From an optimization exercise on the open Yosys and OpenROAD flow, aimed at small area; shortcuts taken in it are not production practice. In this exercise RTL edits were held to simulation tests only and were not proved equivalent to the original. Power and IR drop assume default switching activity.

## flow/design.v (module list and top-level ports; edited modules follow where they fit)
// module HalfAdder: 4 lines
// module FullAdder: 4 lines
// module Nor2: 3 lines
// module Nand2: 3 lines
// module Inv: 3 lines
// module Or2: 5 lines
// module SystolicArray: 4552 lines
module SystolicArray #(parameter SIZE = 4, parameter DATA_WIDTH = 8)(
    input [SIZE*DATA_WIDTH-1:0] A,
    input [SIZE*DATA_WIDTH-1:0] B,
    input clk,
    input rst,
    output done,
    output [SIZE*SIZE*2*DATA_WIDTH-1:0] C
);
  // ...
==> flow/flow/run.sh <==
#!/bin/bash
set -o pipefail
export BUFFER_PORTS_ARGS="-buffer_cell sky130_fd_sc_hd__buf_1"
export CTS_ARGS="-sink_clustering_enable -repair_clock_nets -dont_use_dummy_load -buf_list {sky130_fd_sc_hd__clkbuf_8} -sink_clustering_size 16 -sink_clustering_max_diameter 60"
bash standard.sh > standard_flow.log 2>&1
==> flow/standard.sh <==
#!/bin/bash
# synth_recipe.tcl (not shown) runs the flow's synth.tcl, then flattens the netlist and writes it again
# the make line also repeats each setting of config.mk as NAME=value (left out here)
make -C /OpenROAD-flow-scripts/flow DESIGN_CONFIG=/design/flow/config.mk WORK_HOME=/design/flow/orfs CLKGATE_MAP_FILE= SYNTH_SCRIPT=/design/flow/synth_recipe.tcl "${@:-finish}"
==> flow/config.mk <==
export PLATFORM = sky130hd
export DESIGN_NAME = SystolicArray
export DESIGN_NICKNAME = SystolicArray
export VERILOG_FILES = /design/flow/design.v
export SDC_FILE = /design/flow/constraint.sdc
export NUM_CORES = 4
export LEC_CHECK = 0
export ABC_AREA = 1
export CAP_MARGIN = 20
export CORE_MARGIN = 2
export CORE_UTILIZATION = 65
export PLACE_DENSITY = 0.75
export SETUP_SLACK_MARGIN = 0.05
export SLEW_MARGIN = 20
export SYNTH_HIERARCHICAL = 1
==> flow/constraint.sdc <==
create_clock -name core_clock -period 6.0 [get_ports {clk}]
set_input_delay 1.2000 -clock core_clock [delete_from_list [all_inputs] [get_ports {clk}]]
set_output_delay 1.2000 -clock core_clock [all_outputs]
set_load 0.01 [all_outputs]
==> results.py, run 1 <==
metrics = {
    "outcome": {
        "outcome": "no timing/DRC/antenna violations",
    },
    "worst_setup_path": {
        "r2r_slack_ns": 0.15,
        "timing.rr.start": "T[10]",
        "cpMostUsedCell": "fa_2",
        "crit_start": "T[10]",
    },
    "synth": {
        "synth.most_common_cell": "fa_1",
        "synth_seq_cells": 906,
        "syn_nets": 4797,
    },
    "drt": {
        "wire_per_inst_um": 19.68,
        "post-route-drc-count": 0,
        "wl_met2_um": 49440,
    },
    "final_layout": {
        "clock_buffer_count": 80,
        "drive_gt1_share_pct": 15.91,
        "multi_input_area_share_pct": 52.56,
        "clock_area_share_pct": 2.065,
        "multi_input_area_sq_um": 28030,
        "largestClassByArea": "multi-input combinational cells",
        "final_cell_count_no_fill": 5153,
        "areaGrowthSynthToFinish_pct": 11.62,
        "layout_common_cells": "878 x fa_1, 815 x nor2_1, 638 x dfxtp_1",
        "antennaDiodeCount": 1,
    },
    "sta": {
        "worst-slew-pin-transition_ns": 0.8886,
    },
    "global_routing": {
        "grt_pass1_wl_um": 163600,
        "use_met1_pct": 37.83,
        "top_usage_layer": "met2",
    },
    "clocking": {
        "clock-sinks": 906,
        "cts_tree": "built",
        "path_clk_slew_ns": 0.09,
    },
    "power": {
        "pg_comb_w": 0.0171,
        "p_leak_nw": 23.69,
    },
}
==> run 2, diff against run 1 <==
--- a/flow/design.v
+++ b/flow/design.v
@@ -308,11 +308,11 @@
 FullAdder pe00_s198_fa(.a(pe00_c165), .b(pe00_s166), .c(pe00_c197), .s(pe00_s198), .co(pe00_c199));
+assign pe00_sum[9:0] = {pe00_s198, pe00_s196, pe00_s194, pe00_s192, pe00_s190, pe00_s188, pe00_s186, pe00_s184, pe00_s182, pe00_s180};
+wire [5:0] pe00_ux = {pe00_c177, pe00_c175, pe00_c173, pe00_c171, pe00_c169, pe00_c167};
+wire [5:0] pe00_uy = {pe00_s178, pe00_s176, pe00_s174, pe00_s172, pe00_s170, pe00_s168};
 wire pe00_s200, pe00_c201;
-FullAdder pe00_s200_fa(.a(pe00_c167), .b(pe00_s168), .c(pe00_c199), .s(pe00_s200), .co(pe00_c201));
+HalfAdder pe00_s200_ha(.a(pe00_c167), .b(pe00_s168), .s(pe00_s200), .co(pe00_c201));
 wire pe00_s202, pe00_c203;
 FullAdder pe00_s202_fa(.a(pe00_c169), .b(pe00_s170), .c(pe00_c201), .s(pe00_s202), .co(pe00_c203));
-assign pe00_sum[11:0] = {pe00_s202, pe00_s200, pe00_s198, pe00_s196, pe00_s194, pe00_s192, pe00_s190, pe00_s188, pe00_s186, pe00_s184, pe00_s182, pe00_s180};
-wire [3:0] pe00_ux = {pe00_c177, pe00_c175, pe00_c173, pe00_c171};
-wire [3:0] pe00_uy = {pe00_s178, pe00_s176, pe00_s174, pe00_s172};
 wire pe00_s204, pe00_c205;
-HalfAdder pe00_s204_ha(.a(pe00_s172), .b(pe00_c171), .s(pe00_s204), .co(pe00_c205));
+FullAdder pe00_s204_fa(.a(pe00_s172), .b(pe00_c171), .c(pe00_c203), .s(pe00_s204), .co(pe00_c205));
 wire pe00_s206, pe00_c207;
@@ -322,8 +322,12 @@
 wire pe00_s210 = pe00_s178 ^ pe00_c177 ^ pe00_c209;
-wire pe00_q212 = pe00_s204 & pe00_s206;
-wire pe00_q213 = pe00_q212 & pe00_s208;
-assign pe00_sum[12] = pe00_s204 ^ pe00_c203;
-assign pe00_sum[13] = pe00_s206 ^ (pe00_c203 & pe00_s204);
-assign pe00_sum[14] = pe00_s208 ^ (pe00_c203 & pe00_q212);
-assign pe00_sum[15] = pe00_s210 ^ (pe00_c203 & pe00_q213);
+wire pe00_q212 = pe00_s200 & pe00_s202;
+wire pe00_q213 = pe00_q212 & pe00_s204;
+wire pe00_q214 = pe00_q213 & pe00_s206;
+wire pe00_q215 = pe00_q214 & pe00_s208;
+assign pe00_sum[10] = pe00_s200 ^ pe00_c199;
+assign pe00_sum[11] = pe00_s202 ^ (pe00_c199 & pe00_s200);
+assign pe00_sum[12] = pe00_s204 ^ (pe00_c199 & pe00_q212);
+assign pe00_sum[13] = pe00_s206 ^ (pe00_c199 & pe00_q213);
+assign pe00_sum[14] = pe00_s208 ^ (pe00_c199 & pe00_q214);
+assign pe00_sum[15] = pe00_s210 ^ (pe00_c199 & pe00_q215);
 reg [15:0] pe01_acc;
@@ -591,11 +595,11 @@
 FullAdder pe01_s198_fa(.a(pe01_c165), .b(pe01_s166), .c(pe01_c197), .s(pe01_s198), .co(pe01_c199));
+assign pe01_sum[9:0] = {pe01_s198, pe01_s196, pe01_s194, pe01_s192, pe01_s190, pe01_s188, pe01_s186, pe01_s184, pe01_s182, pe01_s180};
+wire [5:0] pe01_ux = {pe01_c177, pe01_c175, pe01_c173, pe01_c171, pe01_c169, pe01_c167};
+wire [5:0] pe01_uy = {pe01_s178, pe01_s176, pe01_s174, pe01_s172, pe01_s170, pe01_s168};
 wire pe01_s200, pe01_c201;
-FullAdder pe01_s200_fa(.a(pe01_c167), .b(pe01_s168), .c(pe01_c199), .s(pe01_s200), .co(pe01_c201));
+HalfAdder pe01_s200_ha(.a(pe01_c167), .b(pe01_s168), .s(pe01_s200), .co(pe01_c201));
 wire pe01_s202, pe01_c203;
 FullAdder pe01_s202_fa(.a(pe01_c169), .b(pe01_s170), .c(pe01_c201), .s(pe01_s202), .co(pe01_c203));
-assign pe01_sum[11:0] = {pe01_s202, pe01_s200, pe01_s198, pe01_s196, pe01_s194, pe01_s192, pe01_s190, pe01_s188, pe01_s186, pe01_s184, pe01_s182, pe01_s180};
-wire [3:0] pe01_ux = {pe01_c177, pe01_c175, pe01_c173, pe01_c171};
-wire [3:0] pe01_uy = {pe01_s178, pe01_s176, pe01_s174, pe01_s172};
 wire pe01_s204, pe01_c205;
-HalfAdder pe01_s204_ha(.a(pe01_s172), .b(pe01_c171), .s(pe01_s204), .co(pe01_c205));
+FullAdder pe01_s204_fa(.a(pe01_s172), .b(pe01_c171), .c(pe01_c203), .s(pe01_s204), .co(pe01_c205));
 wire pe01_s206, pe01_c207;
@@ -605,8 +609,12 @@
 wire pe01_s210 = pe01_s178 ^ pe01_c177 ^ pe01_c209;
-wire pe01_q212 = pe01_s204 & pe01_s206;
-wire pe01_q213 = pe01_q212 & pe01_s208;
-assign pe01_sum[12] = pe01_s204 ^ pe01_c203;
-assign pe01_sum[13] = pe01_s206 ^ (pe01_c203 & pe01_s204);
-assign pe01_sum[14] = pe01_s208 ^ (pe01_c203 & pe01_q212);
-assign pe01_sum[15] = pe01_s210 ^ (pe01_c203 & pe01_q213);
+wire pe01_q212 = pe01_s200 & pe01_s202;
+wire pe01_q213 = pe01_q212 & pe01_s204;
+wire pe01_q214 = pe01_q213 & pe01_s206;
+wire pe01_q215 = pe01_q214 & pe01_s208;
+assign pe01_sum[10] = pe01_s200 ^ pe01_c199;
+assign pe01_sum[11] = pe01_s202 ^ (pe01_c199 & pe01_s200);
+assign pe01_sum[12] = pe01_s204 ^ (pe01_c199 & pe01_q212);
+assign pe01_sum[13] = pe01_s206 ^ (pe01_c199 & pe01_q213);
+assign pe01_sum[14] = pe01_s208 ^ (pe01_c199 & pe01_q214);
+assign pe01_sum[15] = pe01_s210 ^ (pe01_c199 & pe01_q215);
 reg [15:0] pe02_acc;
@@ -874,11 +882,11 @@
 FullAdder pe02_s198_fa(.a(pe02_c165), .b(pe02_s166), .c(pe02_c197), .s(pe02_s198), .co(pe02_c199));
+assign pe02_sum[9:0] = {pe02_s198, pe02_s196, pe02_s194, pe02_s192, pe02_s190, pe02_s188, pe02_s186, pe02_s184, pe02_s182, pe02_s180};
+wire [5:0] pe02_ux = {pe02_c177, pe02_c175, pe02_c173, pe02_c171, pe02_c169, pe02_c167};
+wire [5:0] pe02_uy = {pe02_s178, pe02_s176, pe02_s174, pe02_s172, pe02_s170, pe02_s168};
 wire pe02_s200, pe02_c201;
-FullAdder pe02_s200_fa(.a(pe02_c167), .b(pe02_s168), .c(pe02_c199), .s(pe02_s200), .co(pe02_c201));
+HalfAdder pe02_s200_ha(.a(pe02_c167), .b(pe02_s168), .s(pe02_s200), .co(pe02_c201));
 wire pe02_s202, pe02_c203;
 FullAdder pe02_s202_fa(.a(pe02_c169), .b(pe02_s170), .c(pe02_c201), .s(pe02_s202), .co(pe02_c203));
-assign pe02_sum[11:0] = {pe02_s202, pe02_s200, pe02_s198, pe02_s196, pe02_s194, pe02_s192, pe02_s190, pe02_s188, pe02_s186, pe02_s184, pe02_s182, pe02_s180};
-wire [3:0] pe02_ux = {pe02_c177, pe02_c175, pe02_c173, pe02_c171};
-wire [3:0] pe02_uy = {pe02_s178, pe02_s176, pe02_s174, pe02_s172};
 wire pe02_s204, pe02_c205;
-HalfAdder pe02_s204_ha(.a(pe02_s172), .b(pe02_c171), .s(pe02_s204), .co(pe02_c205));
+FullAdder pe02_s204_fa(.a(pe02_s172), .b(pe02_c171), .c(pe02_c203), .s(pe02_s204), .co(pe02_c205));
 wire pe02_s206, pe02_c207;
@@ -888,8 +896,12 @@
 wire pe02_s210 = pe02_s178 ^ pe02_c177 ^ pe02_c209;
-wire pe02_q212 = pe02_s204 & pe02_s206;
-wire pe02_q213 = pe02_q212 & pe02_s208;
-assign pe02_sum[12] = pe02_s204 ^ pe02_c203;
-assign pe02_sum[13] = pe02_s206 ^ (pe02_c203 & pe02_s204);
-assign pe02_sum[14] = pe02_s208 ^ (pe02_c203 & pe02_q212);
-assign pe02_sum[15] = pe02_s210 ^ (pe02_c203 & pe02_q213);
+wire pe02_q212 = pe02_s200 & pe02_s202;
+wire pe02_q213 = pe02_q212 & pe02_s204;
+wire pe02_q214 = pe02_q213 & pe02_s206;
+wire pe02_q215 = pe02_q214 & pe02_s208;
+assign pe02_sum[10] = pe02_s200 ^ pe02_c199;
+assign pe02_sum[11] = pe02_s202 ^ (pe02_c199 & pe02_s200);
+assign pe02_sum[12] = pe02_s204 ^ (pe02_c199 & pe02_q212);
+assign pe02_sum[13] = pe02_s206 ^ (pe02_c199 & pe02_q213);
+assign pe02_sum[14] = pe02_s208 ^ (pe02_c199 & pe02_q214);
+assign pe02_sum[15] = pe02_s210 ^ (pe02_c199 & pe02_q215);
 reg [15:0] pe03_acc;
@@ -1157,11 +1169,11 @@
 FullAdder pe03_s198_fa(.a(pe03_c165), .b(pe03_s166), .c(pe03_c197), .s(pe03_s198), .co(pe03_c199));
+assign pe03_sum[9:0] = {pe03_s198, pe03_s196, pe03_s194, pe03_s192, pe03_s190, pe03_s188, pe03_s186, pe03_s184, pe03_s182, pe03_s180};
+wire [5:0] pe03_ux = {pe03_c177, pe03_c175, pe03_c173, pe03_c171, pe03_c169, pe03_c167};
+wire [5:0] pe03_uy = {pe03_s178, pe03_s176, pe03_s174, pe03_s172, pe03_s170, pe03_s168};
 wire pe03_s200, pe03_c201;
-FullAdder pe03_s200_fa(.a(pe03_c167), .b(pe03_s168), .c(pe03_c199), .s(pe03_s200), .co(pe03_c201));
+HalfAdder pe03_s200_ha(.a(pe03_c167), .b(pe03_s168), .s(pe03_s200), .co(pe03_c201));
 wire pe03_s202, pe03_c203;
 FullAdder pe03_s202_fa(.a(pe03_c169), .b(pe03_s170), .c(pe03_c201), .s(pe03_s202), .co(pe03_c203));
-assign pe03_sum[11:0] = {pe03_s202, pe03_s200, pe03_s198, pe03_s196, pe03_s194, pe03_s192, pe03_s190, pe03_s188, pe03_s186, pe03_s184, pe03_s182, pe03_s180};
-wire [3:0] pe03_ux = {pe03_c177, pe03_c175, pe03_c173, pe03_c171};
-wire [3:0] pe03_uy = {pe03_s178, pe03_s176, pe03_s174, pe03_s172};
 wire pe03_s204, pe03_c205;
-HalfAdder pe03_s204_ha(.a(pe03_s172), .b(pe03_c171), .s(pe03_s204), .co(pe03_c205));
+FullAdder pe03_s204_fa(.a(pe03_s172), .b(pe03_c171), .c(pe03_c203), .s(pe03_s204), .co(pe03_c205));
 wire pe03_s206, pe03_c207;
@@ -1171,8 +1183,12 @@
 wire pe03_s210 = pe03_s178 ^ pe03_c177 ^ pe03_c209;
-wire pe03_q212 = pe03_s204 & pe03_s206;
-wire pe03_q213 = pe03_q212 & pe03_s208;
-assign pe03_sum[12] = pe03_s204 ^ pe03_c203;
-assign pe03_sum[13] = pe03_s206 ^ (pe03_c203 & pe03_s204);
-assign pe03_sum[14] = pe03_s208 ^ (pe03_c203 & pe03_q212);
-assign pe03_sum[15] = pe03_s210 ^ (pe03_c203 & pe03_q213);
+wire pe03_q212 = pe03_s200 & pe03_s202;
+wire pe03_q213 = pe03_q212 & pe03_s204;
+wire pe03_q214 = pe03_q213 & pe03_s206;
+wire pe03_q215 = pe03_q214 & pe03_s208;
+assign pe03_sum[10] = pe03_s200 ^ pe03_c199;
+assign pe03_sum[11] = pe03_s202 ^ (pe03_c199 & pe03_s200);
+assign pe03_sum[12] = pe03_s204 ^ (pe03_c199 & pe03_q212);
+assign pe03_sum[13] = pe03_s206 ^ (pe03_c199 & pe03_q213);
+assign pe03_sum[14] = pe03_s208 ^ (pe03_c199 & pe03_q214);
+assign pe03_sum[15] = pe03_s210 ^ (pe03_c199 & pe03_q215);
 reg [15:0] pe10_acc;
@@ -1440,11 +1456,11 @@
 FullAdder pe10_s198_fa(.a(pe10_c165), .b(pe10_s166), .c(pe10_c197), .s(pe10_s198), .co(pe10_c199));
+assign pe10_sum[9:0] = {pe10_s198, pe10_s196, pe10_s194, pe10_s192, pe10_s190, pe10_s188, pe10_s186, pe10_s184, pe10_s182, pe10_s180};
+wire [5:0] pe10_ux = {pe10_c177, pe10_c175, pe10_c173, pe10_c171, pe10_c169, pe10_c167};
+wire [5:0] pe10_uy = {pe10_s178, pe10_s176, pe10_s174, pe10_s172, pe10_s170, pe10_s168};
 wire pe10_s200, pe10_c201;
-FullAdder pe10_s200_fa(.a(pe10_c167), .b(pe10_s168), .c(pe10_c199), .s(pe10_s200), .co(pe10_c201));
+HalfAdder pe10_s200_ha(.a(pe10_c167), .b(pe10_s168), .s(pe10_s200), .co(pe10_c201));
 wire pe10_s202, pe10_c203;
 FullAdder pe10_s202_fa(.a(pe10_c169), .b(pe10_s170), .c(pe10_c201), .s(pe10_s202), .co(pe10_c203));
-assign pe10_sum[11:0] = {pe10_s202, pe10_s200, pe10_s198, pe10_s196, pe10_s194, pe10_s192, pe10_s190, pe10_s188, pe10_s186, pe10_s184, pe10_s182, pe10_s180};
-wire [3:0] pe10_ux = {pe10_c177, pe10_c175, pe10_c173, pe10_c171};
-wire [3:0] pe10_uy = {pe10_s178, pe10_s176, pe10_s174, pe10_s172};
 wire pe10_s204, pe10_c205;
-HalfAdder pe10_s204_ha(.a(pe10_s172), .b(pe10_c171), .s(pe10_s204), .co(pe10_c205));
+FullAdder pe10_s204_fa(.a(pe10_s172), .b(pe10_c171), .c(pe10_c203), .s(pe10_s204), .co(pe10_c205));
 wire pe10_s206, pe10_c207;
@@ -1454,8 +1470,12 @@
 wire pe10_s210 = pe10_s178 ^ pe10_c177 ^ pe10_c209;
-wire pe10_q212 = pe10_s204 & pe10_s206;
-wire pe10_q213 = pe10_q212 & pe10_s208;
-assign pe10_sum[12] = pe10_s204 ^ pe10_c203;
-assign pe10_sum[13] = pe10_s206 ^ (pe10_c203 & pe10_s204);
-assign pe10_sum[14] = pe10_s208 ^ (pe10_c203 & pe10_q212);
-assign pe10_sum[15] = pe10_s210 ^ (pe10_c203 & pe10_q213);
+wire pe10_q212 = pe10_s200 & pe10_s202;
+wire pe10_q213 = pe10_q212 & pe10_s204;
+wire pe10_q214 = pe10_q213 & pe10_s206;
+wire pe10_q215 = pe10_q214 & pe10_s208;
+assign pe10_sum[10] = pe10_s200 ^ pe10_c199;
+assign pe10_sum[11] = pe10_s202 ^ (pe10_c199 & pe10_s200);
+assign pe10_sum[12] = pe10_s204 ^ (pe10_c199 & pe10_q212);
+assign pe10_sum[13] = pe10_s206 ^ (pe10_c199 & pe10_q213);
+assign pe10_sum[14] = pe10_s208 ^ (pe10_c199 & pe10_q214);
+assign pe10_sum[15] = pe10_s210 ^ (pe10_c199 & pe10_q215);
 reg [15:0] pe11_acc;
@@ -1723,11 +1743,11 @@
 FullAdder pe11_s198_fa(.a(pe11_c165), .b(pe11_s166), .c(pe11_c197), .s(pe11_s198), .co(pe11_c199));
+assign pe11_sum[9:0] = {pe11_s198, pe11_s196, pe11_s194, pe11_s192, pe11_s190, pe11_s188, pe11_s186, pe11_s184, pe11_s182, pe11_s180};
+wire [5:0] pe11_ux = {pe11_c177, pe11_c175, pe11_c173, pe11_c171, pe11_c169, pe11_c167};
+wire [5:0] pe11_uy = {pe11_s178, pe11_s176, pe11_s174, pe11_s172, pe11_s170, pe11_s168};
 wire pe11_s200, pe11_c201;
-FullAdder pe11_s200_fa(.a(pe11_c167), .b(pe11_s168), .c(pe11_c199), .s(pe11_s200), .co(pe11_c201));
+HalfAdder pe11_s200_ha(.a(pe11_c167), .b(pe11_s168), .s(pe11_s200), .co(pe11_c201));
 wire pe11_s202, pe11_c203;
 FullAdder pe11_s202_fa(.a(pe11_c169), .b(pe11_s170), .c(pe11_c201), .s(pe11_s202), .co(pe11_c203));
-assign pe11_sum[11:0] = {pe11_s202, pe11_s200, pe11_s198, pe11_s196, pe11_s194, pe11_s192, pe11_s190, pe11_s188, pe11_s186, pe11_s184, pe11_s182, pe11_s180};
-wire [3:0] pe11_ux = {pe11_c177, pe11_c175, pe11_c173, pe11_c171};
-wire [3:0] pe11_uy = {pe11_s178, pe11_s176, pe11_s174, pe11_s172};
 wire pe11_s204, pe11_c205;
-HalfAdder pe11_s204_ha(.a(pe11_s172), .b(pe11_c171), .s(pe11_s204), .co(pe11_c205));
+FullAdder pe11_s204_fa(.a(pe11_s172), .b(pe11_c171), .c(pe11_c203), .s(pe11_s204), .co(pe11_c205));
 wire pe11_s206, pe11_c207;
@@ -1737,8 +1757,12 @@
 wire pe11_s210 = pe11_s178 ^ pe11_c177 ^ pe11_c209;
-wire pe11_q212 = pe11_s204 & pe11_s206;
-wire pe11_q213 = pe11_q212 & pe11_s208;
-assign pe11_sum[12] = pe11_s204 ^ pe11_c203;
-assign pe11_sum[13] = pe11_s206 ^ (pe11_c203 & pe11_s204);
-assign pe11_sum[14] = pe11_s208 ^ (pe11_c203 & pe11_q212);
-assign pe11_sum[15] = pe11_s210 ^ (pe11_c203 & pe11_q213);
+wire pe11_q212 = pe11_s200 & pe11_s202;
+wire pe11_q213 = pe11_q212 & pe11_s204;
+wire pe11_q214 = pe11_q213 & pe11_s206;
+wire pe11_q215 = pe11_q214 & pe11_s208;
+assign pe11_sum[10] = pe11_s200 ^ pe11_c199;
+assign pe11_sum[11] = pe11_s202 ^ (pe11_c199 & pe11_s200);
+assign pe11_sum[12] = pe11_s204 ^ (pe11_c199 & pe11_q212);
+assign pe11_sum[13] = pe11_s206 ^ (pe11_c199 & pe11_q213);
+assign pe11_sum[14] = pe11_s208 ^ (pe11_c199 & pe11_q214);
+assign pe11_sum[15] = pe11_s210 ^ (pe11_c199 & pe11_q215);
 reg [15:0] pe12_acc;
@@ -2006,11 +2030,11 @@
 FullAdder pe12_s198_fa(.a(pe12_c165), .b(pe12_s166), .c(pe12_c197), .s(pe12_s198), .co(pe12_c199));
+assign pe12_sum[9:0] = {pe12_s198, pe12_s196, pe12_s194, pe12_s192, pe12_s190, pe12_s188, pe12_s186, pe12_s184, pe12_s182, pe12_s180};
+wire [5:0] pe12_ux = {pe12_c177, pe12_c175, pe12_c173, pe12_c171, pe12_c169, pe12_c167};
+wire [5:0] pe12_uy = {pe12_s178, pe12_s176, pe12_s174, pe12_s172, pe12_s170, pe12_s168};
 wire pe12_s200, pe12_c201;
-FullAdder pe12_s200_fa(.a(pe12_c167), .b(pe12_s168), .c(pe12_c199), .s(pe12_s200), .co(pe12_c201));
+HalfAdder pe12_s200_ha(.a(pe12_c167), .b(pe12_s168), .s(pe12_s200), .co(pe12_c201));
 wire pe12_s202, pe12_c203;
 FullAdder pe12_s202_fa(.a(pe12_c169), .b(pe12_s170), .c(pe12_c201), .s(pe12_s202), .co(pe12_c203));
-assign pe12_sum[11:0] = {pe12_s202, pe12_s200, pe12_s198, pe12_s196, pe12_s194, pe12_s192, pe12_s190, pe12_s188, pe12_s186, pe12_s184, pe12_s182, pe12_s180};
-wire [3:0] pe12_ux = {pe12_c177, pe12_c175, pe12_c173, pe12_c171};
-wire [3:0] pe12_uy = {pe12_s178, pe12_s176, pe12_s174, pe12_s172};
 wire pe12_s204, pe12_c205;
-HalfAdder pe12_s204_ha(.a(pe12_s172), .b(pe12_c171), .s(pe12_s204), .co(pe12_c205));
+FullAdder pe12_s204_fa(.a(pe12_s172), .b(pe12_c171), .c(pe12_c203), .s(pe12_s204), .co(pe12_c205));
 wire pe12_s206, pe12_c207;
@@ -2020,8 +2044,12 @@
 wire pe12_s210 = pe12_s178 ^ pe12_c177 ^ pe12_c209;
-wire pe12_q212 = pe12_s204 & pe12_s206;
-wire pe12_q213 = pe12_q212 & pe12_s208;
-assign pe12_sum[12] = pe12_s204 ^ pe12_c203;
-assign pe12_sum[13] = pe12_s206 ^ (pe12_c203 & pe12_s204);
-assign pe12_sum[14] = pe12_s208 ^ (pe12_c203 & pe12_q212);
-assign pe12_sum[15] = pe12_s210 ^ (pe12_c203 & pe12_q213);
+wire pe12_q212 = pe12_s200 & pe12_s202;
+wire pe12_q213 = pe12_q212 & pe12_s204;
+wire pe12_q214 = pe12_q213 & pe12_s206;
+wire pe12_q215 = pe12_q214 & pe12_s208;
+assign pe12_sum[10] = pe12_s200 ^ pe12_c199;
+assign pe12_sum[11] = pe12_s202 ^ (pe12_c199 & pe12_s200);
+assign pe12_sum[12] = pe12_s204 ^ (pe12_c199 & pe12_q212);
+assign pe12_sum[13] = pe12_s206 ^ (pe12_c199 & pe12_q213);
+assign pe12_sum[14] = pe12_s208 ^ (pe12_c199 & pe12_q214);
+assign pe12_sum[15] = pe12_s210 ^ (pe12_c199 & pe12_q215);
 reg [15:0] pe13_acc;
@@ -2289,11 +2317,11 @@
 FullAdder pe13_s198_fa(.a(pe13_c165), .b(pe13_s166), .c(pe13_c197), .s(pe13_s198), .co(pe13_c199));
+assign pe13_sum[9:0] = {pe13_s198, pe13_s196, pe13_s194, pe13_s192, pe13_s190, pe13_s188, pe13_s186, pe13_s184, pe13_s182, pe13_s180};
+wire [5:0] pe13_ux = {pe13_c177, pe13_c175, pe13_c173, pe13_c171, pe13_c169, pe13_c167};
+wire [5:0] pe13_uy = {pe13_s178, pe13_s176, pe13_s174, pe13_s172, pe13_s170, pe13_s168};
 wire pe13_s200, pe13_c201;
-FullAdder pe13_s200_fa(.a(pe13_c167), .b(pe13_s168), .c(pe13_c199), .s(pe13_s200), .co(pe13_c201));
+HalfAdder pe13_s200_ha(.a(pe13_c167), .b(pe13_s168), .s(pe13_s200), .co(pe13_c201));
 wire pe13_s202, pe13_c203;
 FullAdder pe13_s202_fa(.a(pe13_c169), .b(pe13_s170), .c(pe13_c201), .s(pe13_s202), .co(pe13_c203));
-assign pe13_sum[11:0] = {pe13_s202, pe13_s200, pe13_s198, pe13_s196, pe13_s194, pe13_s192, pe13_s190, pe13_s188, pe13_s186, pe13_s184, pe13_s182, pe13_s180};
-wire [3:0] pe13_ux = {pe13_c177, pe13_c175, pe13_c173, pe13_c171};
-wire [3:0] pe13_uy = {pe13_s178, pe13_s176, pe13_s174, pe13_s172};
 wire pe13_s204, pe13_c205;
-HalfAdder pe13_s204_ha(.a(pe13_s172), .b(pe13_c171), .s(pe13_s204), .co(pe13_c205));
+FullAdder pe13_s204_fa(.a(pe13_s172), .b(pe13_c171), .c(pe13_c203), .s(pe13_s204), .co(pe13_c205));
 wire pe13_s206, pe13_c207;
@@ -2303,8 +2331,12 @@
 wire pe13_s210 = pe13_s178 ^ pe13_c177 ^ pe13_c209;
-wire pe13_q212 = pe13_s204 & pe13_s206;
-wire pe13_q213 = pe13_q212 & pe13_s208;
-assign pe13_sum[12] = pe13_s204 ^ pe13_c203;
-assign pe13_sum[13] = pe13_s206 ^ (pe13_c203 & pe13_s204);
-assign pe13_sum[14] = pe13_s208 ^ (pe13_c203 & pe13_q212);
-assign pe13_sum[15] = pe13_s210 ^ (pe13_c203 & pe13_q213);
+wire pe13_q212 = pe13_s200 & pe13_s202;
+wire pe13_q213 = pe13_q212 & pe13_s204;
+wire pe13_q214 = pe13_q213 & pe13_s206;
+wire pe13_q215 = pe13_q214 & pe13_s208;
+assign pe13_sum[10] = pe13_s200 ^ pe13_c199;
+assign pe13_sum[11] = pe13_s202 ^ (pe13_c199 & pe13_s200);
+assign pe13_sum[12] = pe13_s204 ^ (pe13_c199 & pe13_q212);
+assign pe13_sum[13] = pe13_s206 ^ (pe13_c199 & pe13_q213);
+assign pe13_sum[14] = pe13_s208 ^ (pe13_c199 & pe13_q214);
+assign pe13_sum[15] = pe13_s210 ^ (pe13_c199 & pe13_q215);
 reg [15:0] pe20_acc;
@@ -2572,11 +2604,11 @@
 FullAdder pe20_s198_fa(.a(pe20_c165), .b(pe20_s166), .c(pe20_c197), .s(pe20_s198), .co(pe20_c199));
+assign pe20_sum[9:0] = {pe20_s198, pe20_s196, pe20_s194, pe20_s192, pe20_s190, pe20_s188, pe20_s186, pe20_s184, pe20_s182, pe20_s180};
+wire [5:0] pe20_ux = {pe20_c177, pe20_c175, pe20_c173, pe20_c171, pe20_c169, pe20_c167};
+wire [5:0] pe20_uy = {pe20_s178, pe20_s176, pe20_s174, pe20_s172, pe20_s170, pe20_s168};
 wire pe20_s200, pe20_c201;
-FullAdder pe20_s200_fa(.a(pe20_c167), .b(pe20_s168), .c(pe20_c199), .s(pe20_s200), .co(pe20_c201));
+HalfAdder pe20_s200_ha(.a(pe20_c167), .b(pe20_s168), .s(pe20_s200), .co(pe20_c201));
 wire pe20_s202, pe20_c203;
 FullAdder pe20_s202_fa(.a(pe20_c169), .b(pe20_s170), .c(pe20_c201), .s(pe20_s202), .co(pe20_c203));
-assign pe20_sum[11:0] = {pe20_s202, pe20_s200, pe20_s198, pe20_s196, pe20_s194, pe20_s192, pe20_s190, pe20_s188, pe20_s186, pe20_s184, pe20_s182, pe20_s180};
-wire [3:0] pe20_ux = {pe20_c177, pe20_c175, pe20_c173, pe20_c171};
-wire [3:0] pe20_uy = {pe20_s178, pe20_s176, pe20_s174, pe20_s172};
 wire pe20_s204, pe20_c205;
-HalfAdder pe20_s204_ha(.a(pe20_s172), .b(pe20_c171), .s(pe20_s204), .co(pe20_c205));
+FullAdder pe20_s204_fa(.a(pe20_s172), .b(pe20_c171), .c(pe20_c203), .s(pe20_s204), .co(pe20_c205));
 wire pe20_s206, pe20_c207;
@@ -2586,8 +2618,12 @@
 wire pe20_s210 = pe20_s178 ^ pe20_c177 ^ pe20_c209;
-wire pe20_q212 = pe20_s204 & pe20_s206;
-wire pe20_q213 = pe20_q212 & pe20_s208;
-assign pe20_sum[12] = pe20_s204 ^ pe20_c203;
-assign pe20_sum[13] = pe20_s206 ^ (pe20_c203 & pe20_s204);
-assign pe20_sum[14] = pe20_s208 ^ (pe20_c203 & pe20_q212);
-assign pe20_sum[15] = pe20_s210 ^ (pe20_c203 & pe20_q213);
+wire pe20_q212 = pe20_s200 & pe20_s202;
+wire pe20_q213 = pe20_q212 & pe20_s204;
+wire pe20_q214 = pe20_q213 & pe20_s206;
+wire pe20_q215 = pe20_q214 & pe20_s208;
+assign pe20_sum[10] = pe20_s200 ^ pe20_c199;
+assign pe20_sum[11] = pe20_s202 ^ (pe20_c199 & pe20_s200);
+assign pe20_sum[12] = pe20_s204 ^ (pe20_c199 & pe20_q212);
+assign pe20_sum[13] = pe20_s206 ^ (pe20_c199 & pe20_q213);
+assign pe20_sum[14] = pe20_s208 ^ (pe20_c199 & pe20_q214);
+assign pe20_sum[15] = pe20_s210 ^ (pe20_c199 & pe20_q215);
 reg [15:0] pe21_acc;
@@ -2855,11 +2891,11 @@
 FullAdder pe21_s198_fa(.a(pe21_c165), .b(pe21_s166), .c(pe21_c197), .s(pe21_s198), .co(pe21_c199));
+assign pe21_sum[9:0] = {pe21_s198, pe21_s196, pe21_s194, pe21_s192, pe21_s190, pe21_s188, pe21_s186, pe21_s184, pe21_s182, pe21_s180};
+wire [5:0] pe21_ux = {pe21_c177, pe21_c175, pe21_c173, pe21_c171, pe21_c169, pe21_c167};
+wire [5:0] pe21_uy = {pe21_s178, pe21_s176, pe21_s174, pe21_s172, pe21_s170, pe21_s168};
 wire pe21_s200, pe21_c201;
-FullAdder pe21_s200_fa(.a(pe21_c167), .b(pe21_s168), .c(pe21_c199), .s(pe21_s200), .co(pe21_c201));
+HalfAdder pe21_s200_ha(.a(pe21_c167), .b(pe21_s168), .s(pe21_s200), .co(pe21_c201));
 wire pe21_s202, pe21_c203;
 FullAdder pe21_s202_fa(.a(pe21_c169), .b(pe21_s170), .c(pe21_c201), .s(pe21_s202), .co(pe21_c203));
-assign pe21_sum[11:0] = {pe21_s202, pe21_s200, pe21_s198, pe21_s196, pe21_s194, pe21_s192, pe21_s190, pe21_s188, pe21_s186, pe21_s184, pe21_s182, pe21_s180};
-wire [3:0] pe21_ux = {pe21_c177, pe21_c175, pe21_c173, pe21_c171};
-wire [3:0] pe21_uy = {pe21_s178, pe21_s176, pe21_s174, pe21_s172};
 wire pe21_s204, pe21_c205;
-HalfAdder pe21_s204_ha(.a(pe21_s172), .b(pe21_c171), .s(pe21_s204), .co(pe21_c205));
+FullAdder pe21_s204_fa(.a(pe21_s172), .b(pe21_c171), .c(pe21_c203), .s(pe21_s204), .co(pe21_c205));
 wire pe21_s206, pe21_c207;
@@ -2869,8 +2905,12 @@
 wire pe21_s210 = pe21_s178 ^ pe21_c177 ^ pe21_c209;
-wire pe21_q212 = pe21_s204 & pe21_s206;
-wire pe21_q213 = pe21_q212 & pe21_s208;
-assign pe21_sum[12] = pe21_s204 ^ pe21_c203;
-assign pe21_sum[13] = pe21_s206 ^ (pe21_c203 & pe21_s204);
-assign pe21_sum[14] = pe21_s208 ^ (pe21_c203 & pe21_q212);
-assign pe21_sum[15] = pe21_s210 ^ (pe21_c203 & pe21_q213);
+wire pe21_q212 = pe21_s200 & pe21_s202;
+wire pe21_q213 = pe21_q212 & pe21_s204;
+wire pe21_q214 = pe21_q213 & pe21_s206;
+wire pe21_q215 = pe21_q214 & pe21_s208;
+assign pe21_sum[10] = pe21_s200 ^ pe21_c199;
+assign pe21_sum[11] = pe21_s202 ^ (pe21_c199 & pe21_s200);
+assign pe21_sum[12] = pe21_s204 ^ (pe21_c199 & pe21_q212);
+assign pe21_sum[13] = pe21_s206 ^ (pe21_c199 & pe21_q213);
+assign pe21_sum[14] = pe21_s208 ^ (pe21_c199 & pe21_q214);
+assign pe21_sum[15] = pe21_s210 ^ (pe21_c199 & pe21_q215);
 reg [15:0] pe22_acc;
@@ -3138,11 +3178,11 @@
 FullAdder pe22_s198_fa(.a(pe22_c165), .b(pe22_s166), .c(pe22_c197), .s(pe22_s198), .co(pe22_c199));
+assign pe22_sum[9:0] = {pe22_s198, pe22_s196, pe22_s194, pe22_s192, pe22_s190, pe22_s188, pe22_s186, pe22_s184, pe22_s182, pe22_s180};
+wire [5:0] pe22_ux = {pe22_c177, pe22_c175, pe22_c173, pe22_c171, pe22_c169, pe22_c167};
+wire [5:0] pe22_uy = {pe22_s178, pe22_s176, pe22_s174, pe22_s172, pe22_s170, pe22_s168};
 wire pe22_s200, pe22_c201;
-FullAdder pe22_s200_fa(.a(pe22_c167), .b(pe22_s168), .c(pe22_c199), .s(pe22_s200), .co(pe22_c201));
+HalfAdder pe22_s200_ha(.a(pe22_c167), .b(pe22_s168), .s(pe22_s200), .co(pe22_c201));
 wire pe22_s202, pe22_c203;
 FullAdder pe22_s202_fa(.a(pe22_c169), .b(pe22_s170), .c(pe22_c201), .s(pe22_s202), .co(pe22_c203));
-assign pe22_sum[11:0] = {pe22_s202, pe22_s200, pe22_s198, pe22_s196, pe22_s194, pe22_s192, pe22_s190, pe22_s188, pe22_s186, pe22_s184, pe22_s182, pe22_s180};
-wire [3:0] pe22_ux = {pe22_c177, pe22_c175, pe22_c173, pe22_c171};
-wire [3:0] pe22_uy = {pe22_s178, pe22_s176, pe22_s174, pe22_s172};
 wire pe22_s204, pe22_c205;
-HalfAdder pe22_s204_ha(.a(pe22_s172), .b(pe22_c171), .s(pe22_s204), .co(pe22_c205));
+FullAdder pe22_s204_fa(.a(pe22_s172), .b(pe22_c171), .c(pe22_c203), .s(pe22_s204), .co(pe22_c205));
 wire pe22_s206, pe22_c207;
@@ -3152,8 +3192,12 @@
 wire pe22_s210 = pe22_s178 ^ pe22_c177 ^ pe22_c209;
-wire pe22_q212 = pe22_s204 & pe22_s206;
-wire pe22_q213 = pe22_q212 & pe22_s208;
-assign pe22_sum[12] = pe22_s204 ^ pe22_c203;
-assign pe22_sum[13] = pe22_s206 ^ (pe22_c203 & pe22_s204);
-assign pe22_sum[14] = pe22_s208 ^ (pe22_c203 & pe22_q212);
-assign pe22_sum[15] = pe22_s210 ^ (pe22_c203 & pe22_q213);
+wire pe22_q212 = pe22_s200 & pe22_s202;
+wire pe22_q213 = pe22_q212 & pe22_s204;
+wire pe22_q214 = pe22_q213 & pe22_s206;
+wire pe22_q215 = pe22_q214 & pe22_s208;
+assign pe22_sum[10] = pe22_s200 ^ pe22_c199;
+assign pe22_sum[11] = pe22_s202 ^ (pe22_c199 & pe22_s200);
+assign pe22_sum[12] = pe22_s204 ^ (pe22_c199 & pe22_q212);
+assign pe22_sum[13] = pe22_s206 ^ (pe22_c199 & pe22_q213);
+assign pe22_sum[14] = pe22_s208 ^ (pe22_c199 & pe22_q214);
+assign pe22_sum[15] = pe22_s210 ^ (pe22_c199 & pe22_q215);
 reg [15:0] pe23_acc;
@@ -3421,11 +3465,11 @@
 FullAdder pe23_s198_fa(.a(pe23_c165), .b(pe23_s166), .c(pe23_c197), .s(pe23_s198), .co(pe23_c199));
+assign pe23_sum[9:0] = {pe23_s198, pe23_s196, pe23_s194, pe23_s192, pe23_s190, pe23_s188, pe23_s186, pe23_s184, pe23_s182, pe23_s180};
+wire [5:0] pe23_ux = {pe23_c177, pe23_c175, pe23_c173, pe23_c171, pe23_c169, pe23_c167};
+wire [5:0] pe23_uy = {pe23_s178, pe23_s176, pe23_s174, pe23_s172, pe23_s170, pe23_s168};
 wire pe23_s200, pe23_c201;
-FullAdder pe23_s200_fa(.a(pe23_c167), .b(pe23_s168), .c(pe23_c199), .s(pe23_s200), .co(pe23_c201));
+HalfAdder pe23_s200_ha(.a(pe23_c167), .b(pe23_s168), .s(pe23_s200), .co(pe23_c201));
 wire pe23_s202, pe23_c203;
 FullAdder pe23_s202_fa(.a(pe23_c169), .b(pe23_s170), .c(pe23_c201), .s(pe23_s202), .co(pe23_c203));
-assign pe23_sum[11:0] = {pe23_s202, pe23_s200, pe23_s198, pe23_s196, pe23_s194, pe23_s192, pe23_s190, pe23_s188, pe23_s186, pe23_s184, pe23_s182, pe23_s180};
-wire [3:0] pe23_ux = {pe23_c177, pe23_c175, pe23_c173, pe23_c171};
-wire [3:0] pe23_uy = {pe23_s178, pe23_s176, pe23_s174, pe23_s172};
 wire pe23_s204, pe23_c205;
-HalfAdder pe23_s204_ha(.a(pe23_s172), .b(pe23_c171), .s(pe23_s204), .co(pe23_c205));
+FullAdder pe23_s204_fa(.a(pe23_s172), .b(pe23_c171), .c(pe23_c203), .s(pe23_s204), .co(pe23_c205));
 wire pe23_s206, pe23_c207;
@@ -3435,8 +3479,12 @@
 wire pe23_s210 = pe23_s178 ^ pe23_c177 ^ pe23_c209;
-wire pe23_q212 = pe23_s204 & pe23_s206;
-wire pe23_q213 = pe23_q212 & pe23_s208;
-assign pe23_sum[12] = pe23_s204 ^ pe23_c203;
-assign pe23_sum[13] = pe23_s206 ^ (pe23_c203 & pe23_s204);
-assign pe23_sum[14] = pe23_s208 ^ (pe23_c203 & pe23_q212);
-assign pe23_sum[15] = pe23_s210 ^ (pe23_c203 & pe23_q213);
+wire pe23_q212 = pe23_s200 & pe23_s202;
+wire pe23_q213 = pe23_q212 & pe23_s204;
+wire pe23_q214 = pe23_q213 & pe23_s206;
+wire pe23_q215 = pe23_q214 & pe23_s208;
+assign pe23_sum[10] = pe23_s200 ^ pe23_c199;
+assign pe23_sum[11] = pe23_s202 ^ (pe23_c199 & pe23_s200);
+assign pe23_sum[12] = pe23_s204 ^ (pe23_c199 & pe23_q212);
+assign pe23_sum[13] = pe23_s206 ^ (pe23_c199 & pe23_q213);
+assign pe23_sum[14] = pe23_s208 ^ (pe23_c199 & pe23_q214);
+assign pe23_sum[15] = pe23_s210 ^ (pe23_c199 & pe23_q215);
 reg [15:0] pe30_acc;
@@ -3704,11 +3752,11 @@
 FullAdder pe30_s198_fa(.a(pe30_c165), .b(pe30_s166), .c(pe30_c197), .s(pe30_s198), .co(pe30_c199));
+assign pe30_sum[9:0] = {pe30_s198, pe30_s196, pe30_s194, pe30_s192, pe30_s190, pe30_s188, pe30_s186, pe30_s184, pe30_s182, pe30_s180};
+wire [5:0] pe30_ux = {pe30_c177, pe30_c175, pe30_c173, pe30_c171, pe30_c169, pe30_c167};
+wire [5:0] pe30_uy = {pe30_s178, pe30_s176, pe30_s174, pe30_s172, pe30_s170, pe30_s168};
 wire pe30_s200, pe30_c201;
-FullAdder pe30_s200_fa(.a(pe30_c167), .b(pe30_s168), .c(pe30_c199), .s(pe30_s200), .co(pe30_c201));
+HalfAdder pe30_s200_ha(.a(pe30_c167), .b(pe30_s168), .s(pe30_s200), .co(pe30_c201));
 wire pe30_s202, pe30_c203;
 FullAdder pe30_s202_fa(.a(pe30_c169), .b(pe30_s170), .c(pe30_c201), .s(pe30_s202), .co(pe30_c203));
-assign pe30_sum[11:0] = {pe30_s202, pe30_s200, pe30_s198, pe30_s196, pe30_s194, pe30_s192, pe30_s190, pe30_s188, pe30_s186, pe30_s184, pe30_s182, pe30_s180};
-wire [3:0] pe30_ux = {pe30_c177, pe30_c175, pe30_c173, pe30_c171};
-wire [3:0] pe30_uy = {pe30_s178, pe30_s176, pe30_s174, pe30_s172};
 wire pe30_s204, pe30_c205;
-HalfAdder pe30_s204_ha(.a(pe30_s172), .b(pe30_c171), .s(pe30_s204), .co(pe30_c205));
+FullAdder pe30_s204_fa(.a(pe30_s172), .b(pe30_c171), .c(pe30_c203), .s(pe30_s204), .co(pe30_c205));
 wire pe30_s206, pe30_c207;
@@ -3718,8 +3766,12 @@
 wire pe30_s210 = pe30_s178 ^ pe30_c177 ^ pe30_c209;
-wire pe30_q212 = pe30_s204 & pe30_s206;
-wire pe30_q213 = pe30_q212 & pe30_s208;
-assign pe30_sum[12] = pe30_s204 ^ pe30_c203;
-assign pe30_sum[13] = pe30_s206 ^ (pe30_c203 & pe30_s204);
-assign pe30_sum[14] = pe30_s208 ^ (pe30_c203 & pe30_q212);
-assign pe30_sum[15] = pe30_s210 ^ (pe30_c203 & pe30_q213);
+wire pe30_q212 = pe30_s200 & pe30_s202;
+wire pe30_q213 = pe30_q212 & pe30_s204;
+wire pe30_q214 = pe30_q213 & pe30_s206;
+wire pe30_q215 = pe30_q214 & pe30_s208;
+assign pe30_sum[10] = pe30_s200 ^ pe30_c199;
+assign pe30_sum[11] = pe30_s202 ^ (pe30_c199 & pe30_s200);
+assign pe30_sum[12] = pe30_s204 ^ (pe30_c199 & pe30_q212);
+assign pe30_sum[13] = pe30_s206 ^ (pe30_c199 & pe30_q213);
+assign pe30_sum[14] = pe30_s208 ^ (pe30_c199 & pe30_q214);
+assign pe30_sum[15] = pe30_s210 ^ (pe30_c199 & pe30_q215);
 reg [15:0] pe31_acc;
@@ -3987,11 +4039,11 @@
 FullAdder pe31_s198_fa(.a(pe31_c165), .b(pe31_s166), .c(pe31_c197), .s(pe31_s198), .co(pe31_c199));
+assign pe31_sum[9:0] = {pe31_s198, pe31_s196, pe31_s194, pe31_s192, pe31_s190, pe31_s188, pe31_s186, pe31_s184, pe31_s182, pe31_s180};
+wire [5:0] pe31_ux = {pe31_c177, pe31_c175, pe31_c173, pe31_c171, pe31_c169, pe31_c167};
+wire [5:0] pe31_uy = {pe31_s178, pe31_s176, pe31_s174, pe31_s172, pe31_s170, pe31_s168};
 wire pe31_s200, pe31_c201;
-FullAdder pe31_s200_fa(.a(pe31_c167), .b(pe31_s168), .c(pe31_c199), .s(pe31_s200), .co(pe31_c201));
+HalfAdder pe31_s200_ha(.a(pe31_c167), .b(pe31_s168), .s(pe31_s200), .co(pe31_c201));
 wire pe31_s202, pe31_c203;
 FullAdder pe31_s202_fa(.a(pe31_c169), .b(pe31_s170), .c(pe31_c201), .s(pe31_s202), .co(pe31_c203));
-assign pe31_sum[11:0] = {pe31_s202, pe31_s200, pe31_s198, pe31_s196, pe31_s194, pe31_s192, pe31_s190, pe31_s188, pe31_s186, pe31_s184, pe31_s182, pe31_s180};
-wire [3:0] pe31_ux = {pe31_c177, pe31_c175, pe31_c173, pe31_c171};
-wire [3:0] pe31_uy = {pe31_s178, pe31_s176, pe31_s174, pe31_s172};
 wire pe31_s204, pe31_c205;
-HalfAdder pe31_s204_ha(.a(pe31_s172), .b(pe31_c171), .s(pe31_s204), .co(pe31_c205));
+FullAdder pe31_s204_fa(.a(pe31_s172), .b(pe31_c171), .c(pe31_c203), .s(pe31_s204), .co(pe31_c205));
 wire pe31_s206, pe31_c207;
@@ -4001,8 +4053,12 @@
 wire pe31_s210 = pe31_s178 ^ pe31_c177 ^ pe31_c209;
-wire pe31_q212 = pe31_s204 & pe31_s206;
-wire pe31_q213 = pe31_q212 & pe31_s208;
-assign pe31_sum[12] = pe31_s204 ^ pe31_c203;
-assign pe31_sum[13] = pe31_s206 ^ (pe31_c203 & pe31_s204);
-assign pe31_sum[14] = pe31_s208 ^ (pe31_c203 & pe31_q212);
-assign pe31_sum[15] = pe31_s210 ^ (pe31_c203 & pe31_q213);
+wire pe31_q212 = pe31_s200 & pe31_s202;
+wire pe31_q213 = pe31_q212 & pe31_s204;
+wire pe31_q214 = pe31_q213 & pe31_s206;
+wire pe31_q215 = pe31_q214 & pe31_s208;
+assign pe31_sum[10] = pe31_s200 ^ pe31_c199;
+assign pe31_sum[11] = pe31_s202 ^ (pe31_c199 & pe31_s200);
+assign pe31_sum[12] = pe31_s204 ^ (pe31_c199 & pe31_q212);
+assign pe31_sum[13] = pe31_s206 ^ (pe31_c199 & pe31_q213);
+assign pe31_sum[14] = pe31_s208 ^ (pe31_c199 & pe31_q214);
+assign pe31_sum[15] = pe31_s210 ^ (pe31_c199 & pe31_q215);
 reg [15:0] pe32_acc;
@@ -4270,11 +4326,11 @@
 FullAdder pe32_s198_fa(.a(pe32_c165), .b(pe32_s166), .c(pe32_c197), .s(pe32_s198), .co(pe32_c199));
+assign pe32_sum[9:0] = {pe32_s198, pe32_s196, pe32_s194, pe32_s192, pe32_s190, pe32_s188, pe32_s186, pe32_s184, pe32_s182, pe32_s180};
+wire [5:0] pe32_ux = {pe32_c177, pe32_c175, pe32_c173, pe32_c171, pe32_c169, pe32_c167};
+wire [5:0] pe32_uy = {pe32_s178, pe32_s176, pe32_s174, pe32_s172, pe32_s170, pe32_s168};
 wire pe32_s200, pe32_c201;
-FullAdder pe32_s200_fa(.a(pe32_c167), .b(pe32_s168), .c(pe32_c199), .s(pe32_s200), .co(pe32_c201));
+HalfAdder pe32_s200_ha(.a(pe32_c167), .b(pe32_s168), .s(pe32_s200), .co(pe32_c201));
 wire pe32_s202, pe32_c203;
 FullAdder pe32_s202_fa(.a(pe32_c169), .b(pe32_s170), .c(pe32_c201), .s(pe32_s202), .co(pe32_c203));
-assign pe32_sum[11:0] = {pe32_s202, pe32_s200, pe32_s198, pe32_s196, pe32_s194, pe32_s192, pe32_s190, pe32_s188, pe32_s186, pe32_s184, pe32_s182, pe32_s180};
-wire [3:0] pe32_ux = {pe32_c177, pe32_c175, pe32_c173, pe32_c171};
-wire [3:0] pe32_uy = {pe32_s178, pe32_s176, pe32_s174, pe32_s172};
 wire pe32_s204, pe32_c205;
-HalfAdder pe32_s204_ha(.a(pe32_s172), .b(pe32_c171), .s(pe32_s204), .co(pe32_c205));
+FullAdder pe32_s204_fa(.a(pe32_s172), .b(pe32_c171), .c(pe32_c203), .s(pe32_s204), .co(pe32_c205));
 wire pe32_s206, pe32_c207;
@@ -4284,8 +4340,12 @@
 wire pe32_s210 = pe32_s178 ^ pe32_c177 ^ pe32_c209;
-wire pe32_q212 = pe32_s204 & pe32_s206;
-wire pe32_q213 = pe32_q212 & pe32_s208;
-assign pe32_sum[12] = pe32_s204 ^ pe32_c203;
-assign pe32_sum[13] = pe32_s206 ^ (pe32_c203 & pe32_s204);
-assign pe32_sum[14] = pe32_s208 ^ (pe32_c203 & pe32_q212);
-assign pe32_sum[15] = pe32_s210 ^ (pe32_c203 & pe32_q213);
+wire pe32_q212 = pe32_s200 & pe32_s202;
+wire pe32_q213 = pe32_q212 & pe32_s204;
+wire pe32_q214 = pe32_q213 & pe32_s206;
+wire pe32_q215 = pe32_q214 & pe32_s208;
+assign pe32_sum[10] = pe32_s200 ^ pe32_c199;
+assign pe32_sum[11] = pe32_s202 ^ (pe32_c199 & pe32_s200);
+assign pe32_sum[12] = pe32_s204 ^ (pe32_c199 & pe32_q212);
+assign pe32_sum[13] = pe32_s206 ^ (pe32_c199 & pe32_q213);
+assign pe32_sum[14] = pe32_s208 ^ (pe32_c199 & pe32_q214);
+assign pe32_sum[15] = pe32_s210 ^ (pe32_c199 & pe32_q215);
 reg [15:0] pe33_acc;
@@ -4553,11 +4613,11 @@
 FullAdder pe33_s198_fa(.a(pe33_c165), .b(pe33_s166), .c(pe33_c197), .s(pe33_s198), .co(pe33_c199));
+assign pe33_sum[9:0] = {pe33_s198, pe33_s196, pe33_s194, pe33_s192, pe33_s190, pe33_s188, pe33_s186, pe33_s184, pe33_s182, pe33_s180};
+wire [5:0] pe33_ux = {pe33_c177, pe33_c175, pe33_c173, pe33_c171, pe33_c169, pe33_c167};
+wire [5:0] pe33_uy = {pe33_s178, pe33_s176, pe33_s174, pe33_s172, pe33_s170, pe33_s168};
 wire pe33_s200, pe33_c201;
-FullAdder pe33_s200_fa(.a(pe33_c167), .b(pe33_s168), .c(pe33_c199), .s(pe33_s200), .co(pe33_c201));
+HalfAdder pe33_s200_ha(.a(pe33_c167), .b(pe33_s168), .s(pe33_s200), .co(pe33_c201));
 wire pe33_s202, pe33_c203;
 FullAdder pe33_s202_fa(.a(pe33_c169), .b(pe33_s170), .c(pe33_c201), .s(pe33_s202), .co(pe33_c203));
-assign pe33_sum[11:0] = {pe33_s202, pe33_s200, pe33_s198, pe33_s196, pe33_s194, pe33_s192, pe33_s190, pe33_s188, pe33_s186, pe33_s184, pe33_s182, pe33_s180};
-wire [3:0] pe33_ux = {pe33_c177, pe33_c175, pe33_c173, pe33_c171};
-wire [3:0] pe33_uy = {pe33_s178, pe33_s176, pe33_s174, pe33_s172};
 wire pe33_s204, pe33_c205;
-HalfAdder pe33_s204_ha(.a(pe33_s172), .b(pe33_c171), .s(pe33_s204), .co(pe33_c205));
+FullAdder pe33_s204_fa(.a(pe33_s172), .b(pe33_c171), .c(pe33_c203), .s(pe33_s204), .co(pe33_c205));
 wire pe33_s206, pe33_c207;
@@ -4567,8 +4627,12 @@
 wire pe33_s210 = pe33_s178 ^ pe33_c177 ^ pe33_c209;
-wire pe33_q212 = pe33_s204 & pe33_s206;
-wire pe33_q213 = pe33_q212 & pe33_s208;
-assign pe33_sum[12] = pe33_s204 ^ pe33_c203;
-assign pe33_sum[13] = pe33_s206 ^ (pe33_c203 & pe33_s204);
-assign pe33_sum[14] = pe33_s208 ^ (pe33_c203 & pe33_q212);
-assign pe33_sum[15] = pe33_s210 ^ (pe33_c203 & pe33_q213);
+wire pe33_q212 = pe33_s200 & pe33_s202;
+wire pe33_q213 = pe33_q212 & pe33_s204;
+wire pe33_q214 = pe33_q213 & pe33_s206;
+wire pe33_q215 = pe33_q214 & pe33_s208;
+assign pe33_sum[10] = pe33_s200 ^ pe33_c199;
+assign pe33_sum[11] = pe33_s202 ^ (pe33_c199 & pe33_s200);
+assign pe33_sum[12] = pe33_s204 ^ (pe33_c199 & pe33_q212);
+assign pe33_sum[13] = pe33_s206 ^ (pe33_c199 & pe33_q213);
+assign pe33_sum[14] = pe33_s208 ^ (pe33_c199 & pe33_q214);
+assign pe33_sum[15] = pe33_s210 ^ (pe33_c199 & pe33_q215);
 endmodule
--- a/flow/config.mk
+++ b/flow/config.mk
@@ -10,4 +10,4 @@
 export CORE_MARGIN = 2
-export CORE_UTILIZATION = 65
-export PLACE_DENSITY = 0.75
+export CORE_UTILIZATION = 55
+export PLACE_DENSITY = 0.7
 export SETUP_SLACK_MARGIN = 0.05
==> run 2 against run 1 <==
Against the previous run:
- global-route usage decreased by 4.4 points
- hold slack worse by 0.011 ns
- sequential power grew 0.7%
- combinational power grew 13%
- utilization decreased by 13 points
- synthesized cell count up 3.1%
- critical path depth did not move
- register-to-register slack better by 0.17 ns
- largest power group unchanged
==> results.py, run 2 <==
metrics = {
    "sta": {
        "grt_setup_unrepaired": "false",
        "max_freq_mhz": 176.2,
        "setup_slack_ns": 0.3233,
        "finalSetupViolations": 0,
        "final_hold_viol_count": 0,
        "worst-slew-pin-transition_ns": 0.8510,
        "drv_slew": 0,
        "period_needed_ns": 5.677,
        "max_slew_margin_pct": 43.27,
        "period_share_pct": 94.61,
        "clock-skew-final_ns": 0.09930,
        "fin_setup_tns_ns": 0,
    },
    "final_layout": {
        "postLayoutCellArea_sq_um": 52340,
        "final_common_cell": "fa_1",
        "drive_gt1_share_pct": 4.643,
        "nNetsFinal": 5334,
        "areaGrowthSynthToFinish_pct": 8.235,
        "layout_common_cells": "976 x fa_1, 864 x nor2_1, 640 x dfxtp_1",
    },
    "placed_design": {
        "portBuffers": 322,
        "hpwl_um": 81050,
        "placement.cell_area_sq_um": 51160,
        "place_ws_ns": 0.3592,
        "gp_congestion": 0.8917,
    },
    "synth": {
        "ys_warn_count": 7,
        "syn_nets": 4909,
        "yosysSeqAreaShare_pct": 40.26,
        "synthTopCellsByCount": "976 x fa_1, 864 x nor2_1, 640 x dfxtp_1",
        "yosys-top-cells-area": "fa_1 40%, dfxtp_1 26%, dfrtp_1 14%",
        "post-synth-top-area-cell": "fa_1",
        "netlist_instances": 3691,
        "ys_types": 19,
        "synth_seq_cells": 906,
        "async_reset_ff_share_pct": 29.36,
        "synth.avg_cell_area_sq_um": 13.10,
        "synth.most_common_cell": "fa_1",
        "synth_top_area_share_pct": 40.40,
        "synth_edf_count": 0,
        "ys.flop_type": "dfxtp_1",
        "synthesis.area_sq_um": 48360,
    },
    "min_path": {
        "hold_depth": 0,
        "worstHoldStart": "bd2[33]",
        "min_path_type": "reg2reg",
        "worst_hold_path.endpoint": "bd2[41]",
    },
    "drt": {
        "num_vias": 27486,
        "post-route-drc-count": 0,
        "wl_um": 102100,
        "first_pass_iters": 5,
        "vias_per_cell": 5.216,
        "dr.first_iter.drc_count": 1287,
        "ant_nets": 0,
        "wire_per_inst_um": 19.37,
    },
    "clocking": {
        "clock-sinks": 906,
        "cts_setup_buffers": 0,
        "numCtsBuffers": 86,
        "clk_latency_ns": 0.76,
        "clock_path_buffers": 3,
        "cts_resized": 0,
        "root_buffer": "clkbuf_8",
        "cts_tree": "built",
        "path_clk_slew_ns": 0.10,
        "htreeDepth": 3,
        "holdBufCountCts": 0,
    },
    "worst_setup_path": {
        "r2r_slack_ns": 0.32,
        "cp-start-kind": "flip-flop",
        "required_ns": 6.58,
        "r2r-end": "pe22_acc[13]",
        "rr_worst_depth": 17,
        "cp-end-kind": "flip-flop",
        "cp_max_fo": 23,
        "timing.rr.start": "T[9]",
        "worst-setup-path-type": "reg2reg",
        "arrival_ns": 6.26,
    },
    "global_routing": {
        "grt_pass1_vias": 30968,
        "antenna_found_initial": 1,
        "grt_overflow": 0,
        "grt_max_degree": 122,
        "grt_pass1_wl_um": 167100,
        "grt_usage_pct": 24.08,
    },
    "floorplan": {
        "dieWidth_um": 300.5,
        "ios": 323,
        "initial_core_util_pct": 55.66,
        "dieArea_sq_um": 90320,
        "num_rows": 108,
        "die_h_um": 300.5,
        "core-area_sq_um": 86890,
    },
    "power": {
        "vdd_drop_max_v": 0.0007291,
        "powerDensity_nw_per_um2": 597.4,
        "p_leak_nw": 23.15,
    },
    "run": {
        "drv_cap": 0,
    },
    "outcome": {
        "outcome": "no timing/DRC/antenna violations",
    },
}
-- run 2: cell count changes after synthesis --
cell,previous run,this run
or2_1,0,184
or2_2,208,24
nor2_1,816,864
a21oi_1,0,16
nand2_1,240,256
nand2_2,0,16
nor3_2,0,16
xnor2_1,0,16
xor2_1,32,16
clkinv_1,0,1
inv_1,160,159
-- run 2: Yosys stat by module (local to each module, per instance) --
module | cells | area [sq um] | flip-flops and latches | times used
Nand2 | 1 | 3.754 | 0 | 128
HalfAdder | 1 | 12.51 | 0 | 144
SystolicArray | 1643 | 23540 | 906 | 1
Nor2 | 1 | 3.754 | 0 | 800
FullAdder | 1 | 20.02 | 0 | 976
-- run 2: logic make-up (layout without fill, tap and decap cells) --
family                     after synthesis  after routing  share of synthesized area [%]
AOI/OAI and AO/OA                       16             16                         0.1656
xor gates and xnor gates                32             32                         0.5795
adders and majority gates             1152           1152                          44.96
buffers and inverters                  160            583                          1.242
DFF                                    906            906                          40.26
other                                    1              2                       0.007754
and+or+nand+nor                       1424           1424                          12.79
-- run 2: area by class of cell --
class | instances | area [sq um]
fill | 6915 | 34550
multi-input combinational | 2625 | 28290
sequential | 906 | 19470
tap | 1155 | 1445
timing repair buffer | 337 | 1350
clock buffer | 86 | 1184
inverter | 160 | 600.6
antenna | 1 | 2.502
-- run 2: metrics by stage --
stage          utilization (%)  hold WS [ns]  total power [W]  instances
4_1_cts                  60.24        0.2729          0.03186       5269
5_1_grt                  60.24        0.2695          0.03494       5270
3_3_place_gp             58.88        0.3095          0.02767       5183
2_1_floorplan                -        0.3096          0.02361       3691
3_5_place_dp             58.88        0.3121          0.02853       5183
6_report                 60.24        0.2709          0.03127       5270
-- run 2: worst max path at each step --
stage	start	endpoint	slack, ns	depth (start not counted)
after floorplan	T[10]	pe03_acc[11]	0.1	14
after global placement	T[9]	pe22_acc[13]	0.51	17
after detailed placement	T[9]	pe22_acc[13]	0.36	17
after CTS	T[9]	pe22_acc[13]	0.30	17
after global routing	T[9]	pe22_acc[13]	0.06	17
final	T[9]	pe22_acc[13]	0.32	17
-- run 2: layer usage --
metal | vias up | track usage (%) | share of wire, %
met2 | 794 | 39.28 | 49
met3 | 210 | 5.310 | 6.5
li1 | 12075 | - | -
met4 | 0 | 9.881 | 4.2
met5 | - | 0 | 0
met1 | 14407 | 31.57 | 40
-- run 2: power by group --
part / total [W] / internal, W / switching, W
registers: 0.00884 / 0.00768 / 0.00116
clock network: 0.00317 / 0.00127 / 0.00190
logic: 0.0193 / 0.00859 / 0.0107
total: 0.0313 / 0.0175 / 0.0137
-- run 2: worst max-delay path: stages (launching register included) --
cell	delay (ns)
dfrtp_1	0.35
buf_4	0.29
nand2_1	0.32
nor2_1	0.21
ha_1	0.26
fa_1	0.45
fa_1	0.39
fa_1	0.39
fa_1	0.40
fa_1	0.40
fa_1	0.39
fa_1	0.38
fa_1	0.39
fa_1	0.43
nand3_2	0.16
clkinv_1	0.08
a21oi_1	0.13
nor2_1	0.05
==> run 3, diff against run 2 <==
--- a/flow/config.mk
+++ b/flow/config.mk
@@ -10,4 +10,4 @@
 export CORE_MARGIN = 2
-export CORE_UTILIZATION = 55
-export PLACE_DENSITY = 0.7
+export CORE_UTILIZATION = 75
+export PLACE_DENSITY = 0.85
 export SETUP_SLACK_MARGIN = 0.05
==> run 3 against run 2 <==
Against the previous run:
- clock skew is 0.0057 ns higher
- via count is 4.6% higher
- setup slack better by 0.10 ns
- critical path type unchanged
==> results.py, run 3 <==
metrics = {
    "worst_setup_path": {
        "cp-end-kind": "flip-flop",
        "cp-start-kind": "flip-flop",
        "cp_max_fo": 41,
        "worst-setup-path-type": "reg2reg",
        "critPathSlowestCell": "fa_1",
        "arrival_ns": 6.12,
        "cp_cell_sequence": "buf_12, nand2_1, nor2_1, ha_1, fa_1, fa_1, fa_1, fa_1, fa_1, fa_1, fa_1, fa_1, fa_1, ha_1, xor2_1",
        "critPathMaxStageDelay_ns": 0.47,
        "required_ns": 6.54,
        "cpMostUsedCell": "fa_1",
    },
    "sta": {
        "fin_setup_tns_ns": 0,
        "whs_ns": 0.3007,
        "period_share_pct": 92.90,
        "max_freq_mhz": 179.4,
        "drv_slew": 0,
        "final_hold_viol_count": 0,
        "grt_setup_unrepaired": "false",
        "clock-skew-final_ns": 0.1050,
        "max_slew_margin_pct": 41.97,
        "period_needed_ns": 5.574,
    },
    "synth": {
        "synth.most_common_cell": "fa_1",
        "post-synth-top-area-cell": "fa_1",
        "ys_types": 19,
        "synth_seq_cells": 906,
        "ys.flop_type": "dfxtp_1",
        "ys_warn_count": 7,
        "syn_nets": 4909,
        "synth.avg_cell_area_sq_um": 13.10,
        "synth_top_area_share_pct": 40.40,
        "async_reset_ff_share_pct": 29.36,
        "synthesis.area_sq_um": 48360,
    },
    "drt": {
        "post-route-drc-count": 0,
        "dr.first_iter.drc_count": 2113,
        "num_vias": 28746,
        "vias_per_cell": 5.804,
        "wl_um": 104900,
        "wire_per_inst_um": 21.17,
        "first_pass_iters": 7,
        "ant_nets": 0,
    },
    "floorplan": {
        "dieWidth_um": 257.9,
        "ios": 323,
        "die_h_um": 257.9,
        "num_rows": 93,
        "initial_core_util_pct": 75.43,
    },
    "clocking": {
        "clock-sinks": 906,
        "clk_latency_ns": 0.70,
        "htreeDepth": 3,
        "clock_path_buffers": 3,
        "cts_setup_buffers": 0,
        "holdBufCountCts": 0,
        "root_buffer": "clkbuf_8",
        "path_clk_slew_ns": 0.10,
        "numCtsBuffers": 74,
    },
    "global_routing": {
        "grt_pass1_vias": 32859,
        "grt_usage_pct": 33.63,
        "grt_max_degree": 97,
        "grt_overflow": 0,
        "antenna_found_initial": 1,
    },
    "power": {
        "vdd_drop_max_v": 0.0005524,
        "powerDensity_nw_per_um2": 617.4,
        "total_power_w": 0.03198,
    },
    "final_layout": {
        "layout_common_cells": "976 x fa_1, 864 x nor2_1, 640 x dfxtp_1",
        "nNetsFinal": 5317,
        "drive_gt1_share_pct": 4.247,
        "final_common_cell": "fa_1",
        "areaGrowthSynthToFinish_pct": 7.092,
    },
    "outcome": {
        "outcome": "no timing/DRC/antenna violations",
    },
    "run": {
        "drv_cap": 0,
    },
    "placed_design": {
        "gp_congestion": 0.9472,
        "portBuffers": 322,
    },
    "min_path": {
        "min_path_type": "reg2reg",
    },
}
## run 3: critical path, delay by kind of cell (launching register included)
family	cells	cell delay (ns)
adders and majority gates	11	4.22
and+or+nand+nor	2	0.43
DFF	1	0.40
buffers and inverters	1	0.23
xor gates and xnor gates	1	0.16
## run 3: report_power, final
part,switching [W],internal (W)
clock,0.00184,0.00111
combinational,0.0113,0.00883
sequential,0.00119,0.00768
## run 3: worst paths after layout
kind	startpoint	endpoint	slack (ns)	cells after the start
setup / recovery	T[10]	pe23_acc[11]	0.43	15
hold / removal	bd0[8]	bd0[16]	0.30	0
setup reg to reg	T[10]	pe23_acc[11]	0.43	15
hold reg to reg	bd0[8]	bd0[16]	0.30	0
max in group asynchronous	rst	pe23_acc[7]	4.40	2
min in group asynchronous	rst	pe13_acc[0]	0.40	1
## run 3: through the flow
step	instances	area (sq um)	setup WS, ns	util [%]
CTS	4952	51790	0.4588	80.77
floorplan	3691	48360	0.09649	-
detailed placement	4878	50770	0.4603	79.18
finish	4953	51790	0.4257	80.78
global route	4953	51790	0.1972	80.78
global placement	4878	50770	0.6404	79.18
## run 3: metal layers
layer	share of wire [%]	wire length (um)	global-route usage (%)	vias up
li1	-	-	-	12054
met1	36	38010	43.00	14871
met2	50	52590	54.99	1429
met3	7.5	7900	6.900	392
met4	6.1	6375	18.42	0
met5	0	0	0	-
## run 3: cell families (layout without fill, tap and decap cells)
group,after synthesis,in the layout,synth area share [%]
xor+xnor,32,32,0.5795
simple gates,1424,1424,12.79
compound gates,16,16,0.1656
buf+inv,160,566,1.242
fa+ha+maj,1152,1152,44.96
other cells,1,2,0.007754
flops,906,906,40.26
## run 3: cell type report
type                            count  area (sq um)  area share [%]
Clock buffer                       74          1018           1.967
Tap cell                          855          1070           2.066
Sequential cell                   906         19470           37.59
Inverter                          160         600.6           1.160
Antenna cell                        1         2.502        0.004832
Timing Repair Buffer              332          1338           2.583
Multi-Input combinational cell   2625         28290           54.63
## run 3: modules after synthesis, one instance, submodules excluded
module | flops+latches | times used
HalfAdder | 0 | 144
SystolicArray | 906 | 1
Nor2 | 0 | 800
FullAdder | 0 | 976
Nand2 | 0 | 128

Check on run 3: ideal ports give 0.426 ns setup slack; a clkbuf_16 on the clock port and buf_2 on the inputs give 0.426 ns; moving port delays by the midpoint clock arrival (0.708 ns) as well gives 0.426 ns.
